This design comes from an exercise in tuning for small area and a short achievable clock period on the open sky130 flow, not from production work.
Function was checked by simulation only, so behaviour that the tests miss may differ from the original.

**flow/config.mk**
```make
export PLATFORM = sky130hd
export DESIGN_NAME = ntt_bfu
export DESIGN_NICKNAME = ntt_bfu
export VERILOG_FILES = /design/flow/design.v
export SDC_FILE = /design/flow/constraint.sdc
export NUM_CORES = 4
export LEC_CHECK = 0
export CAP_MARGIN = 20
export CORE_MARGIN = 2
export CORE_UTILIZATION = 40
export PLACE_DENSITY = 0.6
export SLEW_MARGIN = 20
```
**flow/constraint.sdc**
```tcl
create_clock -name core_clock -period 6.5 [get_ports {clk}]
set_input_delay 1.3000 -clock core_clock [delete_from_list [all_inputs] [get_ports {clk}]]
set_output_delay 1.3000 -clock core_clock [all_outputs]
set_load 0.01 [all_outputs]
```
**flow/design.v**
```verilog
module	DFF(
	clk,
	rstn,
	D,
	Q
);
parameter	datawidth=14;
input	wire	clk;
input	wire	rstn;
input	wire[datawidth-1:0]	D;
output	reg[datawidth-1:0]	Q;
always@(posedge clk or negedge rstn)
begin
	if(~rstn)	Q<='d0;
	else	Q<=D;
end
endmodule
module posedge_detection (
   input  clk,
   input  rstn,
   input  in,
   output out
);
reg r_data_in0;
reg r_data_in1;
assign out = ~r_data_in0 & r_data_in1;
always@(posedge clk or negedge rstn)
begin
	if (!rstn)
	begin
		r_data_in0 <= 0;
		r_data_in1 <= 0;
	end
	else
	begin
		r_data_in0 <= r_data_in1;
		r_data_in1 <= in;
	end
end
endmodule
module shift_9 #(parameter data_width = 14)(
    input [data_width-1:0] din,
	input rstn,clk,
	output wire [data_width-1:0] dout
	);
	reg [data_width-1:0] t0,t1,t2,t3,t4,t5,t6;
	reg [data_width-1:0] t7,t8;
	always@(posedge clk or negedge rstn)
	begin
	  if(~rstn) begin
	    t0 <= 0; t1 <= 0; t2 <= 0; t3 <= 0; t4 <= 0;
	    t5 <= 0; t6 <= 0; t7 <= 0; t8 <= 0;end
	  else begin
	    t0 <= din;
	    t1 <= t0; t2 <= t1; t3 <= t2; t4 <= t3;
	    t5 <= t4; t6 <= t5; t7 <= t6; t8 <= t7;
	  end
	end
	assign dout = t8;
endmodule
module mod_add(
	in1,
	in2,
	_p,
	out
);
input	wire	[14-1:0]	in1;
input	wire	[14-1:0]	in2;
input	wire	[14-1:0]	_p;
output	wire	[14-1:0]	out;
wire	[14:0]	s1;
assign 	s1={1'b0,in1}+{1'b0,in2};
wire	[14:0]	s2;
assign	s2=s1+{1'b0,_p};
assign	out=s2[14]?s2[0+:14]:s1[0+:14];
endmodule
module mod_sub(
	in1,
	in2,
	p,
	out
);
input	wire	[14-1:0]	in1;
input	wire	[14-1:0]	in2;
input	wire	[14-1:0]	p;
output	wire	[14-1:0]	out;
wire	[14:0]	s1;
assign	s1={1'b0,in1}-{1'b0,in2};
wire	[14:0]	s2;
assign	s2={1'b0,p}+s1;
assign	out=s1[14]?s2[0+:14]:s1[0+:14];
endmodule
module old_km(
	input	clk,
	input	rstn,
	input	[14-1:0]in1,
	input	[14-1:0]in2,
	output	[14-1:0]out_L,
	output	[14-1:0]out_H
);
wire	[14/2-1:0]	in1_H;
wire	[14/2-1:0]	in1_L;
assign	in1_H = in1[14/2+:14/2];
assign	in1_L = in1[0+:14/2];
wire	[14/2-1:0]	in2_H;
wire	[14/2-1:0]	in2_L;
assign	in2_H = in2[14/2+:14/2];
assign	in2_L = in2[0+:14/2];
wire	[14-1:0]	p0_D;	 
wire	[14-1:0]	p1_D;	 
wire	[14-1:0]	p0_Q;	 
wire	[14-1:0]	p1_Q;	 
assign	p0_D=in1_L*in2_L;
assign	p1_D=in1_H*in2_H;
DFF #(.datawidth(14)) dff_p0(.clk(clk), .rstn(rstn), .D(p0_D), .Q(p0_Q));
DFF #(.datawidth(14)) dff_p1(.clk(clk), .rstn(rstn), .D(p1_D), .Q(p1_Q));
wire	[2*14-1:0]	p01_D;	 
wire	[2*14-1:0]	p01_Q;	 
assign	p01_D=(in1_L+in1_H)*(in2_L+in2_H);
DFF #(.datawidth(2*14)) dff_p01(.clk(clk), .rstn(rstn), .D(p01_D), .Q(p01_Q));
wire	[2*14-1:0]	s1_D;	 
wire	[2*14-1:0]	s2_D;	 
wire	[2*14-1:0]	s1_Q;	 
wire	[2*14-1:0]	s2_Q;	 
wire	[2*14-1:0]	out;
assign	s1_D={p1_Q,p0_Q};
assign	s2_D=(p01_Q+(~p1_Q+1'b1)+(~p0_Q+1'b1))<<(14/2);
DFF #(.datawidth(2*14)) dff_s1(.clk(clk), .rstn(rstn), .D(s1_D), .Q(s1_Q));
DFF #(.datawidth(2*14)) dff_s2(.clk(clk), .rstn(rstn), .D(s2_D), .Q(s2_Q));
assign	out=s1_Q+s2_Q;
assign	out_L=out[0+:14];
assign	out_H=out[14+:14];
endmodule
module km_mm(
	input	clk,
	input	rstn,
	input	[14-1:0]in1,
	input	[14-1:0]in2,
	input	[14-1:0]mu,
	input	[14-1:0]p,
	input	[14-1:0]_p,
	output	[14-1:0]out
);
wire	[14-1:0]	mu_Q;
wire	[14-1:0]	mu_QQ;
DFF #(.datawidth(14)) dff_mu1(.clk(clk), .rstn(rstn), .D(mu), .Q(mu_Q));
DFF #(.datawidth(14)) dff_mu2(.clk(clk), .rstn(rstn), .D(mu_Q), .Q(mu_QQ));
wire	[14-1:0]	p_Q;
wire	[14-1:0]	p_QQ;
wire	[14-1:0]	p_QQQ;
wire	[14-1:0]	p_QQQQ;
DFF #(.datawidth(14)) dff_p1(.clk(clk), .rstn(rstn), .D(p), .Q(p_Q));
DFF #(.datawidth(14)) dff_p2(.clk(clk), .rstn(rstn), .D(p_Q), .Q(p_QQ));
DFF #(.datawidth(14)) dff_p3(.clk(clk), .rstn(rstn), .D(p_QQ), .Q(p_QQQ));
DFF #(.datawidth(14)) dff_p4(.clk(clk), .rstn(rstn), .D(p_QQQ), .Q(p_QQQQ));
wire	[14-1:0]	_p_Q;
wire	[14-1:0]	_p_QQ;
wire	[14-1:0]	_p_QQQ;
wire	[14-1:0]	_p_QQQQ;
wire	[14-1:0]	_p_QQQQQ;
wire	[14-1:0]	_p_QQQQQQ;
DFF #(.datawidth(14)) dff__p1(.clk(clk), .rstn(rstn), .D(_p), .Q(_p_Q));
DFF #(.datawidth(14)) dff__p2(.clk(clk), .rstn(rstn), .D(_p_Q), .Q(_p_QQ));
DFF #(.datawidth(14)) dff__p3(.clk(clk), .rstn(rstn), .D(_p_QQ), .Q(_p_QQQ));
DFF #(.datawidth(14)) dff__p4(.clk(clk), .rstn(rstn), .D(_p_QQQ), .Q(_p_QQQQ));
DFF #(.datawidth(14)) dff__p5(.clk(clk), .rstn(rstn), .D(_p_QQQQ), .Q(_p_QQQQQ));
DFF #(.datawidth(14)) dff__p6(.clk(clk), .rstn(rstn), .D(_p_QQQQQ), .Q(_p_QQQQQQ));
wire	[14-1:0]	T_L;
wire	[14-1:0]	T_H_D;
wire	[14-1:0]	T_H_Q;
wire	[14-1:0]	T_H_QQ;
wire	[14-1:0]	T_H_QQQ;
wire	[14-1:0]	T_H_QQQQ;
DFF #(.datawidth(14)) dff_T_H1(.clk(clk), .rstn(rstn), .D(T_H_D), .Q(T_H_Q));
DFF #(.datawidth(14)) dff_T_H2(.clk(clk), .rstn(rstn), .D(T_H_Q), .Q(T_H_QQ));
DFF #(.datawidth(14)) dff_T_H3(.clk(clk), .rstn(rstn), .D(T_H_QQ), .Q(T_H_QQQ));
DFF #(.datawidth(14)) dff_T_H4(.clk(clk), .rstn(rstn), .D(T_H_QQQ), .Q(T_H_QQQQ));
wire	[14-1:0]	c;
wire	[14-1:0]	tmp;
wire	carry_D;
wire	carry_Q;
wire	carry_QQ;
wire	carry_QQQ;
wire	carry_QQQQ;
assign	carry_D=(|T_L);
DFF #(.datawidth(14)) dff_carry1(.clk(clk), .rstn(rstn), .D(carry_D), .Q(carry_Q));
DFF #(.datawidth(14)) dff_carry2(.clk(clk), .rstn(rstn), .D(carry_Q), .Q(carry_QQ));
DFF #(.datawidth(14)) dff_carry3(.clk(clk), .rstn(rstn), .D(carry_QQ), .Q(carry_QQQ));DFF #(.datawidth(14)) dff_carry4(.clk(clk), .rstn(rstn), .D(carry_QQQ), .Q(carry_QQQQ));
old_km old_km1(
	.clk(clk),
	.rstn(rstn),
	.in1(in1),
	.in2(in2),
	.out_L(T_L),
	.out_H(T_H_D)
);
old_km old_km2(
	.clk(clk),
	.rstn(rstn),
	.in1(T_L),
	.in2(mu_QQ),
	.out_L(c),
	.out_H()
);
old_km old_km3(
	.clk(clk),
	.rstn(rstn),
	.in1(c),
	.in2(p_QQQQ),
	.out_L(),
	.out_H(tmp)
);
mod_add ma(
	.in1(T_H_QQQQ+carry_QQQQ),
	.in2(tmp),
	._p(_p_QQQQQQ),
	.out(out)
);
endmodule
module bfu_v1(	
    input	clk,
	input	rstn,
	input	[14-1:0]in1,
	input	[14-1:0]in2,
	input	[14-1:0]gamma,	 
	input	op,
	input	[14-1:0]p,
	input	[14-1:0]_p,
	input	[14-1:0]mu,		 
	output	[14-1:0]out1,
	output	[14-1:0]out2
);
wire    [14-1:0]mux_mm1_in1_D;
wire    [14-1:0]mux_mm1_in1_Q;
wire    [14-1:0]mm1_out_D;
wire    [14-1:0]mm1_out_Q;
wire    [14-1:0]ms1_out;
assign  mux_mm1_in1_D = op?ms1_out:in2;
DFF #(.datawidth(14)) dff_muxmm1in1_1(.clk(clk), .rstn(rstn), .D(mux_mm1_in1_D), .Q(mux_mm1_in1_Q));
wire    [14-1:0]gamma_Q;
DFF #(.datawidth(14)) dff_gamma_1(.clk(clk), .rstn(rstn), .D(gamma), .Q(gamma_Q));
km_mm	mm1(.clk(clk), .rstn(rstn), .in1(mux_mm1_in1_Q), .in2(gamma_Q), .mu(mu), .p(p), ._p(_p), .out(mm1_out_D));
DFF #(.datawidth(14)) dff_mm1out_1(.clk(clk), .rstn(rstn), .D(mm1_out_D), .Q(mm1_out_Q));
wire    [14-1:0]in1_Q;
wire    [14-1:0]in1_QQ;
wire    [14-1:0]in1_QQQ;
wire    [14-1:0]in1_QQQQ;
wire    [14-1:0]in1_QQQQQ;
wire    [14-1:0]in1_QQQQQQ;
wire    [14-1:0]in1_QQQQQQQ;
wire    [14-1:0]in1_QQQQQQQQ;
DFF #(.datawidth(14)) dff_in1_1(.clk(clk), .rstn(rstn), .D(in1),            .Q(in1_Q));
DFF #(.datawidth(14)) dff_in1_2(.clk(clk), .rstn(rstn), .D(in1_Q),          .Q(in1_QQ));
DFF #(.datawidth(14)) dff_in1_3(.clk(clk), .rstn(rstn), .D(in1_QQ),         .Q(in1_QQQ));
DFF #(.datawidth(14)) dff_in1_4(.clk(clk), .rstn(rstn), .D(in1_QQQ),        .Q(in1_QQQQ));
DFF #(.datawidth(14)) dff_in1_5(.clk(clk), .rstn(rstn), .D(in1_QQQQ),       .Q(in1_QQQQQ));
DFF #(.datawidth(14)) dff_in1_6(.clk(clk), .rstn(rstn), .D(in1_QQQQQ),      .Q(in1_QQQQQQ));
DFF #(.datawidth(14)) dff_in1_7(.clk(clk), .rstn(rstn), .D(in1_QQQQQQ),     .Q(in1_QQQQQQQ));
DFF #(.datawidth(14)) dff_in1_8(.clk(clk), .rstn(rstn), .D(in1_QQQQQQQ),    .Q(in1_QQQQQQQQ));
wire    [14-1:0]in2_Q;
wire    [14-1:0]in2_QQ;
wire    [14-1:0]in2_QQQ;
wire    [14-1:0]in2_QQQQ;
wire    [14-1:0]in2_QQQQQ;
wire    [14-1:0]in2_QQQQQQ;
wire    [14-1:0]in2_QQQQQQQ;
wire    [14-1:0]in2_QQQQQQQQ;
DFF #(.datawidth(14)) dff_in2_1(.clk(clk), .rstn(rstn), .D(in2),            .Q(in2_Q));
DFF #(.datawidth(14)) dff_in2_2(.clk(clk), .rstn(rstn), .D(in2_Q),          .Q(in2_QQ));
DFF #(.datawidth(14)) dff_in2_3(.clk(clk), .rstn(rstn), .D(in2_QQ),         .Q(in2_QQQ));
DFF #(.datawidth(14)) dff_in2_4(.clk(clk), .rstn(rstn), .D(in2_QQQ),        .Q(in2_QQQQ));
DFF #(.datawidth(14)) dff_in2_5(.clk(clk), .rstn(rstn), .D(in2_QQQQ),       .Q(in2_QQQQQ));
DFF #(.datawidth(14)) dff_in2_6(.clk(clk), .rstn(rstn), .D(in2_QQQQQ),      .Q(in2_QQQQQQ));
DFF #(.datawidth(14)) dff_in2_7(.clk(clk), .rstn(rstn), .D(in2_QQQQQQ),     .Q(in2_QQQQQQQ));
DFF #(.datawidth(14)) dff_in2_8(.clk(clk), .rstn(rstn), .D(in2_QQQQQQQ),    .Q(in2_QQQQQQQQ));
wire    [14-1:0]mux_ma1_in2;
wire    [14-1:0]ma1_out;
assign  mux_ma1_in2 = op?in2_QQQQQQQQ:mm1_out_Q;
mod_add ma1(.in1(in1_QQQQQQQQ), .in2(mux_ma1_in2), ._p(_p), .out(ma1_out));
wire    [14-1:0]mux_ms1_in1;
wire    [14-1:0]mux_ms1_in2;
assign  mux_ms1_in1 = op?in2:in1_QQQQQQQQ;
assign  mux_ms1_in2 = op?in1:mm1_out_Q;
mod_sub ms1(.in1(mux_ms1_in1), .in2(mux_ms1_in2), .p(p), .out(ms1_out));
assign  out1 = ma1_out;
assign  out2 = op?mm1_out_Q:ms1_out;
endmodule
module ntt_bfu
(
    input                   clk,
    input                   rstn,
    input  [14-1:0] in1,
    input  [14-1:0] in2,
    input  [14-1:0] gamma,
    input                   op,
    output [14-1:0] out1,
    output [14-1:0] out2
);
bfu_v1 bfu1(.clk(clk), .rstn(rstn), .in1(in1), .in2(in2),
            .gamma(gamma), .op(op), .p('d12289), ._p('d1073729535), .mu('d922759167),
            .out1(out1), .out2(out2));
endmodule
```
**flow/run.sh**
```bash
#!/bin/bash
# synth_recipe.tcl (not shown) runs the flow's synth.tcl, then flattens the netlist and writes it again
# the make line also repeats each setting of config.mk as NAME=value (left out here)
make -C /OpenROAD-flow-scripts/flow DESIGN_CONFIG=/design/flow/config.mk WORK_HOME=/design/flow/orfs CLKGATE_MAP_FILE= SYNTH_SCRIPT=/design/flow/synth_recipe.tcl finish
```
==> qor.csv <==
metric,value,unit
worst skew pair latency,0.64,ns
Max clock buf depth,3,
"Hold Violations, Final",0,
"EDFF count, synth",0,
Worst Reg-to-Reg Cells,26,
grt ovf,0,
# port buffers,72,
Detail Placement HPWL,50700,um
fraction of registers with async set/reset,100,%
Nets,3452,
Cells after DPL,3777,
initial antenna violation count,1,
Slew @ Worst Pin,0.875,ns
part of the Yosys area used for sequential elements,43.5,%
Via Count,19300,
chip height,279,um
prevailing post-synth register cell,dfrtp_1,
final setup violating endpoints,0,
"top cells by area, synth","dfrtp_1, ha_1, fa_1",
hold path depth,0,
Post-Syn Area,30300,um2
CTS Hold Buffers Added,0,
setup TNS,0,ns
CP startpoint kind,primary input,
DRT Pass-1 Iters,7,
Routability Congestion,0.905,
CP Data Arrival Time,5.04,ns
Initial Utilization,40.6,%
max_slew headroom,41.2,%
Pins Over Slew Limit,0,
crit path max fanout,6,
area grow syn2layout,16.0,%
initial DRC count,960,
"Req. time, crit path",5.20,ns
syn_area_per_cell,11.3,um2
DRC,0,
Top-Level Pins,73,
share of layout cells above drive strength 1,9.09,%
"Clk pin slew, worst setup/hold paths",0.07,ns
number of diodes,0,
CTS H-tree lvls,2,
Reg2Reg Setup Slack,0.39,ns
syn_nets,3255,
vias per cell,4.96,
number of max-cap violations,0,
Yosys top cell area share,43.5,%
FMAX,158,MHz
Core Area,74800,um2
fin crit period,6.34,ns
yosys warns,10,
clock skew,0.0464,ns
Yosys top cell by area,dfrtp_1,
status,finished clean,
drt wl/cell,16.5,um
fill cell count,6792,
die span in x,279,um
vias in the first global route,20600,
"antenna viol nets, final",0,
Worst Hold Class,flop to flop,
Die ar.,78100,um2
CTS Root Cell,clkbuf_16,
critical setup path kind,primary input to output port,
row count,100,
final cell count without fillers,3894,
Num CTS Buffers,59,
first-pass GRT wire length,106000,um
largest net degree at the start of global routing,167,
Clock Sink Count,528,
cell count after synthesis,2681,
post-synth cell types,66,
Routed WL,64200,um
crit share post-route,97.6,%
GRT Util Overall,16.9,%
CTS tree,done,
Seq cells post-synth,528,
Critical Path End Type,output port,
layer usage:
layer / vias to the layer above / track usage, % / wire length (um)
met5: - / 0 / 0
met4: 0 / 5.51 / 2000
met3: 122 / 1.99 / 1830
met2: 300 / 29.7 / 31900
met1: 9619 / 21.7 / 28400
li1: 9265 / - / -
worst max-delay path, stage by stage:
cell,delay (ns)
clkdlybuf4s50_1,0.45
mux2_2,0.29
ha_1,0.30
buf_4,0.12
a21o_1,0.14
nand4_1,0.17
buf_4,0.19
and4_1,0.15
o31a_1,0.32
o21a_2,0.24
o21a_1,0.19
o2111ai_1,0.23
xor2_1,0.22
mux2_2,0.19
clkdlybuf4s50_1,0.53
placed cells by master (no fill, tap or decap), drive strengths merged, types with 73 or more instances in the layout:
master	instances
nand2	141
nor2	172
clkbuf	73
fa	148
buf	91
xnor2	163
a21oi	133
ha	381
inv	356
dfrtp	528
final cells by class:
cell class | count | area, um2 | share of cell area [%]
inverters | 349 | 1310 | 3.72
clock buffers | 73 | 1600 | 4.54
repair buffers | 161 | 1500 | 4.25
flip-flops and latches | 528 | 13200 | 37.5
clock inverters | 35 | 489 | 1.39
multi-input cells | 1779 | 15900 | 45.1
well taps | 969 | 1210 | 3.44
state kept, by name, indices dropped and copies added (netlist names), 16 cells and up:
name and count:
bfu1.mm1.old_km1.dff_s1.Q 28, bfu1.mm1.old_km1.dff_s2.Q 21, bfu1.mm1.old_km1.dff_p01.Q 16, bfu1.mm1.old_km3.dff_p01.Q 16
repair_timing:
action / in CTS / in global routing
cloned: 0 / 0
resized for setup: 3 / 44
pin swaps: 0 / 13
buffers inserted: 0 / 9
setup endpoints to repair: 7 / 26
per-stage QoR:
stage | area [um2] | setup WS [ns] | hold slack, ns | util (%)
3_3_place_gp | 32800 | -0.0224 | 0.331 | 43.9
2_1_floorplan | 30300 | 0.231 | 0.331 | -
3_5_place_dp | 32800 | -0.0733 | 0.335 | 43.9
4_1_cts | 34900 | 0.00896 | 0.315 | 46.7
5_1_grt | 35200 | -0.0184 | 0.333 | 47.0
6_report | 35200 | 0.155 | 0.315 | 47.0
kinds of logic after synthesis:
group                      share of synthesized area [%]
and+or+nand+nor                                     8.77
AOI/OAI and AO/OA                                   8.57
adders and majority gates                           25.5
DFF                                                 43.5
xor gates and xnor gates                            6.63
buffers and inverters                               4.68
muxes                                               2.31
other                                             0.0124
synth_stat cells, types with 5 or more instances:
cell       number
a21boi_0        7
o21ai_0        58
mux2_2         33
and2_1         72
o21a_1         27
nor2_1        172
a21o_1         48
a211oi_1       11
xor2_1         65
nand3_1        25
nor2b_1        21
clkbuf_1       19
mux2i_1        24
ha_1          381
inv_1         349
nor4_1          9
nand2b_1       18
a21oi_1       133
o2111ai_1       9
o31ai_1         5
o41a_1          5
mux2_1          8
nor3b_1         6
fa_1          148
o21ai_1         6
and3_1         13
nor3_1         40
nand2_1       141
or3_1           6
o21bai_1       42
xnor2_1       163
dfrtp_1       528
or2_2          12
a31oi_1         9
worst paths after layout:
check                                 startpoint                             end
hold / removal              bfu1.dff_in2_2.Q[13]            bfu1.dff_in2_3.Q[13]
setup reg to reg           bfu1.dff_gamma_1.Q[0]  bfu1.mm1.old_km1.dff_p01.Q[15]
min in group asynchronous                   rstn           bfu1.mm1.dff_mu2.Q[0]
hold reg to reg             bfu1.dff_in2_2.Q[13]            bfu1.dff_in2_3.Q[13]
setup / recovery                          in2[2]                         out2[7]
max in group asynchronous                   rstn   bfu1.mm1.old_km3.dff_s2.Q[22]

## port drivers added, routing unchanged
No port has a modelled driver above. Below, the same layout with a new extraction and two added sets of constraints.
Step 1 (the two cells are an assumption about what drives the block):
set clk [get_ports {clk}]
set_driving_cell -lib_cell sky130_fd_sc_hd__clkbuf_16 $clk
set_driving_cell -lib_cell sky130_fd_sc_hd__buf_2 [delete_from_list [all_inputs] $clk]
Step 2 adds t to the input delays and takes it off the output delays; t is the mean of the earliest and latest rising clock arrival at the registers after step 1. Input paths then give back, and output paths get back, about the clock's delay inside the block.
Slacks: no drivers / after step 1 / after step 2; pairs: no drivers / after step 1.
t, ns: 0.680
slack for setup (ns): 0.155 / 0.121 / 0.121
hold slack, ns: 0.315 / 0.315 / 0.315
clock arrival spread, ns: 0.056 / 0.055
worst slew at a driven data input, ns: 0.08
After both steps this run still meets setup and hold. For this run, drivers alone change the setup slack by -0.034 ns; drivers and shift together by -0.034 ns.
